This design comes from an exercise in tuning for small area on the open sky130 flow, not from production work.
In this exercise RTL edits were held to simulation tests only and were not proved equivalent to the original.

==> flow/design.v <==
`timescale 1ns / 1ps
module note_key(freq, key);
    input [11:0] freq;
    output [4:0] key;
    assign key = {freq[5:3], freq[1:0]};
endmodule
module display(freq, segOut);
    input [11:0] freq;
    output reg [6:0] segOut;
    wire [4:0] key;
    note_key nk (.freq(freq), .key(key));
    always @(*) begin
        case (key)
            5'b00111, 5'b00011, 5'b00010 : segOut = 7'b1000110;  
            5'b10110, 5'b11011           : segOut = 7'b0000011;  
            5'b11100, 5'b01100           : segOut = 7'b0001000;  
            5'b00100, 5'b00000           : segOut = 7'b0010000;  
            5'b01101, 5'b10111           : segOut = 7'b0001110;  
            5'b00110, 5'b10001           : segOut = 7'b0000110;  
            5'b10010, 5'b01011           : segOut = 7'b0100001;  
            default                      : segOut = 7'b0111111;
        endcase
    end
endmodule
module note_consts(key, period, half, denom, denom_m1);
    input [4:0] key;
    output reg [12:0] period;
    output reg [11:0] half;
    output reg [10:0] denom;
    output [10:0] denom_m1;
    assign denom_m1 = denom - 1'b1;
    always @(*) begin
        case (key)
            5'b00011 : begin period = 7633; half = 3816; denom = 1214; end  
            5'b01011 : begin period = 6802; half = 3401; denom = 1082; end  
            5'b10001 : begin period = 6060; half = 3030; denom =  964; end  
            5'b10111 : begin period = 5714; half = 2857; denom =  909; end  
            5'b00000 : begin period = 5102; half = 2551; denom =  812; end  
            5'b01100 : begin period = 4545; half = 2272; denom =  723; end  
            5'b11011 : begin period = 4048; half = 2024; denom =  644; end  
            5'b00010 : begin period = 3816; half = 1908; denom =  607; end  
            5'b10010 : begin period = 3401; half = 1700; denom =  541; end  
            5'b00110 : begin period = 3030; half = 1515; denom =  482; end  
            5'b01101 : begin period = 2865; half = 1432; denom =  456; end  
            5'b00100 : begin period = 2551; half = 1275; denom =  406; end  
            5'b11100 : begin period = 2272; half = 1136; denom =  361; end  
            5'b10110 : begin period = 2024; half = 1012; denom =  322; end  
            default  : begin period = 1912; half =  956; denom =  304; end  
        endcase
    end
endmodule
`timescale 1ns / 1ps
module osc_square(freq, clk, rst, sq);
    input [11:0] freq;
    input clk;
    input rst;
    output reg sq;           
    reg [11:0] cycleCount;
    wire [4:0] key;
    wire [11:0] half;
    note_key nk (.freq(freq), .key(key));
    note_consts nc (.key(key), .period(), .half(half), .denom(), .denom_m1());
    wire reached;            
    add_rc #(12) cmp (.a(cycleCount), .b(~half), .ci(1'b1), .s(), .co(reached));
    wire [11:0] cnt1;
    inc_rc #(12) inc (.a(cycleCount), .ci(1'b1), .s(cnt1), .co());
    always @(posedge clk) begin
        if (rst) begin
            sq <= 1'b1;
            cycleCount <= 0;
        end else if (reached) begin
            sq <= ~sq;
            cycleCount <= 0;
        end else begin
            cycleCount <= cnt1;
        end
    end
endmodule
`timescale 1ns / 1ps
module osc_tri_saw(freq, clk, rst, sig_saw, sig_tri, valid);
    input [11:0] freq;
    input clk;
    input rst;
    output [15:0] sig_saw;
    output [15:0] sig_tri;
    output valid;
    reg [12:0] cc;
    reg [4:0] ckey;
    wire [4:0] key;
    wire [12:0] pnow, period;
    note_key nk (.freq(freq), .key(key));
    note_consts ncn (.key(key), .period(pnow), .half(), .denom(), .denom_m1());
    note_consts ncc (.key(ckey), .period(period), .half(), .denom(), .denom_m1());
    wire [12:0] cnext;
    wire wrap;
    inc_rc #(13) inc (.a(cc), .ci(1'b1), .s(cnext), .co());
    add_rc #(13) cmp (.a(cnext), .b(~pnow), .ci(1'b1), .s(), .co(wrap));
    always @(posedge clk) begin
        if (rst) begin
            cc <= 13'h1fff;
        end else begin
            cc <= wrap ? 13'd0 : cnext;
        end
        ckey <= key;
    end
    assign valid = ~&cc;
    wire [12:0] cinv = ~cc;
    wire [12:0] hi, lo;
    wire nz;
    inc_rc #(13) neg (.a(cinv), .ci(1'b1), .s(lo), .co());      
    add_rc #(13) dec (.a(cc), .b(13'h1fff), .ci(1'b0), .s(hi), .co(nz));   
    wire [12:0] np = ~period;
    wire [12:0] r [0:13];
    wire [12:0] q;
    assign r[13] = nz ? hi : 13'd0;
    genvar i;
    generate
        for (i = 12; i >= 0; i = i - 1) begin : st_
            div_step #(14, 13) ds (.a({r[i+1], lo[i]}), .nb({1'b1, np}), .q(q[i]), .r(r[i]));
        end
    endgenerate
    wire X;
    add_rc #(14) cmpx (.a({cc, 1'b0}), .b({1'b1, np}), .ci(1'b1), .s(), .co(X));
    wire [12:0] q1;
    inc_rc #(13) incq (.a(q), .ci(1'b1), .s(q1), .co());
    assign sig_saw = X ? {3'b111, q1} : {3'b000, q};
    wire [12:0] mag = q ^ {13{X}};
    wire [13:0] t;
    add_rc #(14) tadd (.a({1'b0, mag}), .b(14'h3801), .ci(1'b0), .s(t), .co());
    assign sig_tri = {t, 2'b00};
endmodule
`timescale 1ns / 1ps
module osc_sine(freq, clk, rst, sin);
    input [11:0] freq;
    input clk;
    input rst;
    output [15:0] sin;
    reg [31:0] s, c;
    reg [4:0] dkey;
    reg restart;
    wire [4:0] key;
    wire [10:0] d, dm1;
    note_key nk (.freq(freq), .key(key));
    note_consts nc (.key(dkey), .period(), .half(), .denom(d), .denom_m1(dm1));
    wire [31:0] se = restart ? 32'd0 : s;
    wire [31:0] ce = restart ? 32'h3FFF0000 : c;
    wire ss = se[31];
    wire cs = ce[31];
    wire [30:0] ys = se[30:0] ^ {31{ss}};
    wire [30:0] yc = ce[30:0] ^ {31{cs}};
    wire [21:0] qs, qc;
    wire es, ec;
    sdiv dvs (.y(ys), .d(d), .dm1(dm1), .q(qs), .e(es));
    sdiv dvc (.y(yc), .d(d), .dm1(dm1), .q(qc), .e(ec));
    wire sci = cs & ~ec;
    wire cci = ~ss | es;
    wire [31:0] sn, cn;
    add_rc #(32) adds (.a(se), .b({{10{cs}}, qc ^ {22{cs}}}), .ci(sci), .s(sn), .co());
    add_rc #(32) addc (.a(ce), .b({{10{~ss}}, qs ^ {22{~ss}}}), .ci(cci), .s(cn), .co());
    wire crossing = ~sn[31] & ss;
    always @(posedge clk) begin
        if (rst) begin
            s[31:16] <= 16'd0;
            restart <= 1'b1;
            dkey <= 5'b11100;    
        end else begin
            s[31:16] <= sn[31:16];
            restart <= crossing;
            if (crossing) dkey <= key;
        end
        s[15:0] <= sn[15:0];
        c <= cn;
    end
    assign sin = s[31:16];
endmodule
module sdiv(y, d, dm1, q, e);
    input [30:0] y;
    input [10:0] d, dm1;
    output [21:0] q;
    output e;
    wire [10:0] r [0:22];
    assign r[22] = {2'b00, y[30:22]};
    genvar i;
    generate
        for (i = 21; i >= 0; i = i - 1) begin : st_
            div_step #(12, 11) ds (.a({r[i+1], y[i]}), .nb({1'b1, ~d}), .q(q[i]), .r(r[i]));
        end
    endgenerate
    assign e = (r[0] == dm1);
endmodule
`timescale 1ns / 1ps
module sig_adder(clk, rst, sw, sq, sig_saw, sig_tri, saw_valid, sig_sine, sig);
    input clk;
    input rst;
    input [4:0] sw;
    input sq;
    input [15:0] sig_saw;
    input [15:0] sig_tri;
    input saw_valid;
    input [15:0] sig_sine;
    output reg [15:0] sig;
    reg [15:0] sig_noise;
    wire [15:0] noise_next = { sig_noise[14:0], sig_noise[15] ^ sig_noise[14] ^ sig_noise[12] ^ sig_noise[3] };
    wire [15:0] a = sw[0] ? (sq ? 16'h0FFF : 16'hF000) : 16'd0;
    wire [15:0] b = (sw[1] & saw_valid) ? sig_saw : 16'd0;
    wire [15:0] c = (sw[2] & saw_valid) ? sig_tri : 16'd0;
    wire [15:0] d = sw[3] ? sig_sine : 16'd0;
    wire [15:0] e = sw[4] ? noise_next : 16'd0;
    wire [15:0] s1 = a ^ b ^ c;
    wire [15:0] c1 = {(a[14:0] & b[14:0]) | (a[14:0] & c[14:0]) | (b[14:0] & c[14:0]), 1'b0};
    wire [15:0] s2 = s1 ^ c1 ^ d;
    wire [15:0] c2 = {(s1[14:0] & c1[14:0]) | (s1[14:0] & d[14:0]) | (c1[14:0] & d[14:0]), 1'b0};
    wire [15:0] s3 = s2 ^ c2 ^ e;
    wire [15:0] c3 = {(s2[14:0] & c2[14:0]) | (s2[14:0] & e[14:0]) | (c2[14:0] & e[14:0]), 1'b0};
    wire [15:0] sum;
    add_rc #(16) fin (.a(s3), .b(c3), .ci(1'b0), .s(sum), .co());
    always @(posedge clk) begin
        if (rst) begin
            sig <= 0;
            sig_noise <= 773;
        end else begin
            sig <= sum;
            if (sw[4]) sig_noise <= noise_next;
        end
    end
endmodule
`timescale 1ns / 1ps
module synthesizer(clk, rst, sw, freq, sig, seg);
    input clk;           
    input rst;           
    input [4:0] sw;      
    input [11:0] freq;   
    output [15:0] sig;   
    output [6:0] seg;    
    wire sq;
    wire [15:0] sig_saw, sig_tri, sig_sine;
    wire saw_valid;
    display disp_ (.freq(freq), .segOut(seg));
    osc_square squosc_ (.freq(freq), .clk(clk), .rst(rst), .sq(sq));
    osc_tri_saw trisawsc_ (.freq(freq), .clk(clk), .rst(rst),
                           .sig_saw(sig_saw), .sig_tri(sig_tri), .valid(saw_valid));
    osc_sine sinesc_ (.freq(freq), .clk(clk), .rst(rst), .sin(sig_sine));
    sig_adder sigadd_ (.clk(clk), .rst(rst), .sw(sw), .sq(sq), .sig_saw(sig_saw),
                       .sig_tri(sig_tri), .saw_valid(saw_valid), .sig_sine(sig_sine), .sig(sig));
endmodule
module add_rc #(parameter W = 8) (a, b, ci, s, co);
    input [W-1:0] a, b;
    input ci;
    output [W-1:0] s;
    output co;
    wire [W:0] c;
    assign c[0] = ci;
    genvar i;
    generate
        for (i = 0; i < W; i = i + 1) begin : bit_
            assign s[i] = a[i] ^ b[i] ^ c[i];
            assign c[i+1] = (a[i] & b[i]) | (c[i] & (a[i] ^ b[i]));
        end
    endgenerate
    assign co = c[W];
endmodule
module inc_rc #(parameter W = 8) (a, ci, s, co);
    input [W-1:0] a;
    input ci;
    output [W-1:0] s;
    output co;
    wire [W:0] c;
    assign c[0] = ci;
    genvar i;
    generate
        for (i = 0; i < W; i = i + 1) begin : bit_
            assign s[i] = a[i] ^ c[i];
            assign c[i+1] = a[i] & c[i];
        end
    endgenerate
    assign co = c[W];
endmodule
module div_step #(parameter W = 8, parameter R = 8) (a, nb, q, r);
    input [W-1:0] a, nb;
    output q;
    output [R-1:0] r;
    wire [W-1:0] d;
    add_rc #(W) sub (.a(a), .b(nb), .ci(1'b1), .s(d), .co(q));
    assign r = q ? d[R-1:0] : a[R-1:0];
endmodule
==> flow/run.sh <==
#!/bin/bash
# synth_recipe.tcl (not shown) runs the flow's synth.tcl, then flattens the netlist and writes it again
# the make line also repeats each setting of config.mk as NAME=value (left out here)
make -C /OpenROAD-flow-scripts/flow DESIGN_CONFIG=/design/flow/config.mk WORK_HOME=/design/flow/orfs CLKGATE_MAP_FILE= SYNTH_SCRIPT=/design/flow/synth_recipe.tcl finish
==> flow/config.mk <==
export PLATFORM = sky130hd
export DESIGN_NAME = synthesizer
export DESIGN_NICKNAME = synthesizer
export VERILOG_FILES = /design/flow/design.v
export SDC_FILE = /design/flow/constraint.sdc
export NUM_CORES = 4
export LEC_CHECK = 0
export CAP_MARGIN = 20
export CORE_MARGIN = 2
export CORE_UTILIZATION = 40
export PLACE_DENSITY = 0.6
export SLEW_MARGIN = 20
==> flow/constraint.sdc <==
create_clock -name core_clock -period 500.0 [get_ports {clk}]
set_input_delay 100.0000 -clock core_clock [delete_from_list [all_inputs] [get_ports {clk}]]
set_output_delay 100.0000 -clock core_clock [all_outputs]
set_load 0.01 [all_outputs]
==> notes.md <==
==> synthesized netlist by cell type (all sizes together) (7+ instances only) <==
cell / count / area (um2)
a21boi: 8 / 75.1
a211o: 17 / 149
o211a: 12 / 120
a211oi: 13 / 123
o211ai: 30 / 225
a21oi: 92 / 464
a221oi: 15 / 161
fa: 697 / 14000
o221a: 10 / 113
mux2: 370 / 4180
and3: 24 / 155
mux2i: 59 / 619
o22ai: 8 / 50.1
or2: 31 / 194
o221ai: 19 / 173
nand2b: 47 / 294
nand3b: 12 / 90.1
dfxtp: 152 / 3040
o21ai: 88 / 444
and2: 50 / 313
xor2: 76 / 666
nor2: 182 / 686
a22oi: 8 / 60.1
clkbuf: 76 / 285
a21o: 20 / 150
nor3: 18 / 90.1
or3: 9 / 56.3
o31ai: 21 / 163
nand2: 320 / 1200
inv: 297 / 1110
a221o: 28 / 280
o2bb2ai: 11 / 96.3
nand3: 32 / 165
buf: 62 / 347
ha: 181 / 2260
a2bb2oi: 7 / 61.3
a31oi: 13 / 81.3
xnor2: 83 / 734
nor2b: 55 / 344
o22a: 7 / 61.3
o2111ai: 8 / 76.3
nand4: 10 / 62.6
o21a: 17 / 129
o31a: 9 / 78.8
==> metal layers <==
layer	GRT usage	part of all wire	up-vias
li1	-	-	11467
met1	0.260	0.47	12470
met2	0.311	0.49	315
met3	0.0166	0.024	73
met4	0.0420	0.018	0
met5	0	0	-
==> state kept, by name (all words and copies together), names as in the netlist <==
signal / count
squosc_.cycleCount: 12
squosc_.sq: 1
sigadd_.sig: 16
sinesc_.s: 32
sinesc_.c: 32
sinesc_.dkey: 5
trisawsc_.cc: 13
trisawsc_.period: 1
sigadd_.sig_noise: 16
trisawsc_.ncc.half: 12
sinesc_.dvc.d: 11
sinesc_.restart: 1
==> logic make-up (layout without fill, tap and decap cells) <==
logic type               after synthesis  count (layout)  synth area share
adder cells (fa/ha/maj)              878             878             0.465
AND/OR/NAND/NOR                      816             816             0.111
AO/OA/AOI/OAI                        508             508             0.108
buffers and inverters                436             443            0.0502
multiplexers                         430             430             0.138
XOR/XNOR                             159             159            0.0401
flip-flops                           152             152            0.0872
==> layout make-up <==
class / instances / area (um2)
Clock buffer: 18 / 439
Clock inverter: 14 / 126
Fill cell: 8331 / 49400
Inverter: 298 / 1120
Multi-Input combinational cell: 2791 / 30100
Sequential cell: 152 / 3060
Tap cell: 1155 / 1450
Timing Repair Buffer: 113 / 928
==> how the worst max path moves through the flow <==
stage / startpoint / to / slack (ps) / depth (start not counted)
3_5_place_dp: freq[1] / seg[4] / 297610 / 8
6_report: freq[1] / seg[4] / 297560 / 8
2_1_floorplan: freq[4] / seg[1] / 298510 / 6
3_3_place_gp: freq[1] / seg[4] / 297570 / 8
5_1_grt: freq[1] / seg[4] / 297430 / 8
4_1_cts: freq[1] / seg[4] / 297590 / 8
==> worst register-to-register path, delay by kind of cell (launching register included) <==
family,cells,cell delay (ps)
compound gates,35,6060
buf+inv,18,3590
simple gates,24,5530
fa+ha+maj,252,106680
mux,21,7250
flops,1,470
xor+xnor,3,630
==> metrics by stage <==
stage	cells
2_1_floorplan	3379
3_3_place_gp	4509
3_5_place_dp	4509
4_1_cts	4541
5_1_grt	4541
6_report	4541
==> summary.md <==
| Metric | Value |
|---|---|
| FF-to-FF Start | `sinesc_.c[31]` |
| PostCTS Resize Cnt | `0` |
| Starting density of the core | `0.403` |
| Final Max Tran Viols | `0` |
| Initial antenna violation count | `0` |
| Worst Hold End | `squosc_.cycleCount[0]` |
| Final hold vios | `0` |
| RSZ-0062 raised after global routing | `false` |
| Synthesis-to-layout area growth | `6.72%` |
| DP Wirelength | `64,400 um` |
| Rel. slew slack | `0.335` |
| WP buf/inv | `3` |
| Worst Min Path Start | `squosc_.cycleCount[0]` |
| Cell row count | `108` |
| Sequential share of the synthesized area | `0.0872` |
| DIE AREA | `0.0896 mm2` |
| Final hold slack | `466 ps` |
| Ratio of cells with drive above 1 in the final layout | `0.170` |
| Synth Flop Type | `dfxtp_1` |
| Die X | `299 um` |
| DP Worst Slack | `297,610 ps` |
| R2R Setup Slk | `369,540 ps` |
| Commonest non-fill, non-tap cell in the layout | `fa_1` |
| Nets | `4,270` |
| Clk sinks | `152` |
| Detail Route Antenna Nets | `0` |
| Overflow after GRT | `0` |
| Crit-path cells | `clkdlybuf4s50_1, inv_1, ha_1, nand2_1, and2_1, nand2_1, a31oi_1, clkdlybuf4s50_1` |
| R2R Path End | `sinesc_.dvc.d[9]` |
| Core area | `0.0866 mm2` |
| Number of synthesized register bits | `152` |
| Reg2Reg Depth | `353` |
| First-pass GRT wire length | `136,000 um` |
| Final core utilization | `0.430` |
| Max-Cap Viols | `0` |
| DRT Pass-1 Iters | `5` |
| Cells after synthesis | `3,379` |
| Remaining DRCs | `0` |
| Final Wtd Congestion | `0.838` |
| DRT iter0 DRCs | `1,145` |
| Routed WL | `78,500 um` |
| Number of global-route vias before repair | `25,692` |
| Worst Setup Start Kind | `input port` |
| Min Clock Period, post-route | `202,440 ps` |
| Number of CTS-inserted buffers | `17` |
| Synth cell types | `107` |
| Die Ht | `299 um` |
| Tcrit/Tclk final | `0.405` |
| Clock Tree Buf Depth | `2` |
| Root Buffer | `clkbuf_16` |
| Async SR Flop Fraction | `0` |
| Syn Nets | `4,276` |
| Final Skew | `14.6 ps` |
| DR vias/cell | `5.36` |
| All-Layer GR Usage | `0.185` |
| H-tree depth | `4` |
| Mean Syn Cell Area | `10.3 um2` |
| Cell family with most CP delay | `buffers and inverters` |
| Port bufs | `34` |
| Maximum number of pins on one net before global-route repair | `66` |
| Synth Warn # | `7` |
| Via count | `24,325` |
| Largest stage delay on the critical path | `620 ps` |
| Synthesized area | `0.0349 mm2` |
| CP max FO | `8` |
| Status | `finished clean` |
| Post-CTS Setup Inserts | `0` |
| EDFF count, synth | `0` |
| IO Count | `42` |
| Post-route setup slack | `297,560 ps` |
| # hold bufs at CTS | `0` |
| Hold path depth | `1` |
| Reg clk slew, reported paths | `60 ps` |
| CTS tree | `done` |
| CP Class | `input port to output pin` |
| Worst-Skew Late Latency | `480 ps` |
| Final setup fails | `0` |
| CP required | `400,000 ps` |
| Ant. Diodes | `0` |
| Final Cell Area | `0.0372 mm2` |
| Critical Path AT | `102,440 ps` |
| Class of the worst hold path | `flop to flop` |
| CP Capture Type | `output pin` |
| Most frequent cells in the layout | `697 x fa_1, 363 x mux2_2, 319 x nand2_1` |
| Slew @ Worst Pin | `998 ps` |
| TNS Setup | `0 ps` |
| Drt wl/cell | `17.3 um` |
| Post-DP Area | `0.0367 mm2` |
| Crit path max-delay cell type | `clkdlybuf4s50_1` |
| F_max | `4.94 MHz` |

[separate check: timing with driven ports]
In the flow no input, the clock included, has a driving cell. The finished layout below was timed again as built, in two steps. Step 1: set_driving_cell puts a clkbuf_16 on clk and a buf_2 on each other input, an assumption about the parent block. Step 2 also shifts input and output timing later by t, the mid clock arrival at the registers, as if the neighbouring blocks saw the same clock. Three values: ideal ports, drivers, drivers and shift; two values: the first two.
shift t [ns]: 0.521
setup slack, ns: 297.562 / 297.540 / 297.540
worst slew at a driven data input, ns: 0.05
After both steps this run still meets setup and hold. The setup slack of this run moves by -0.022 ns with the drivers and by -0.022 ns with both steps.
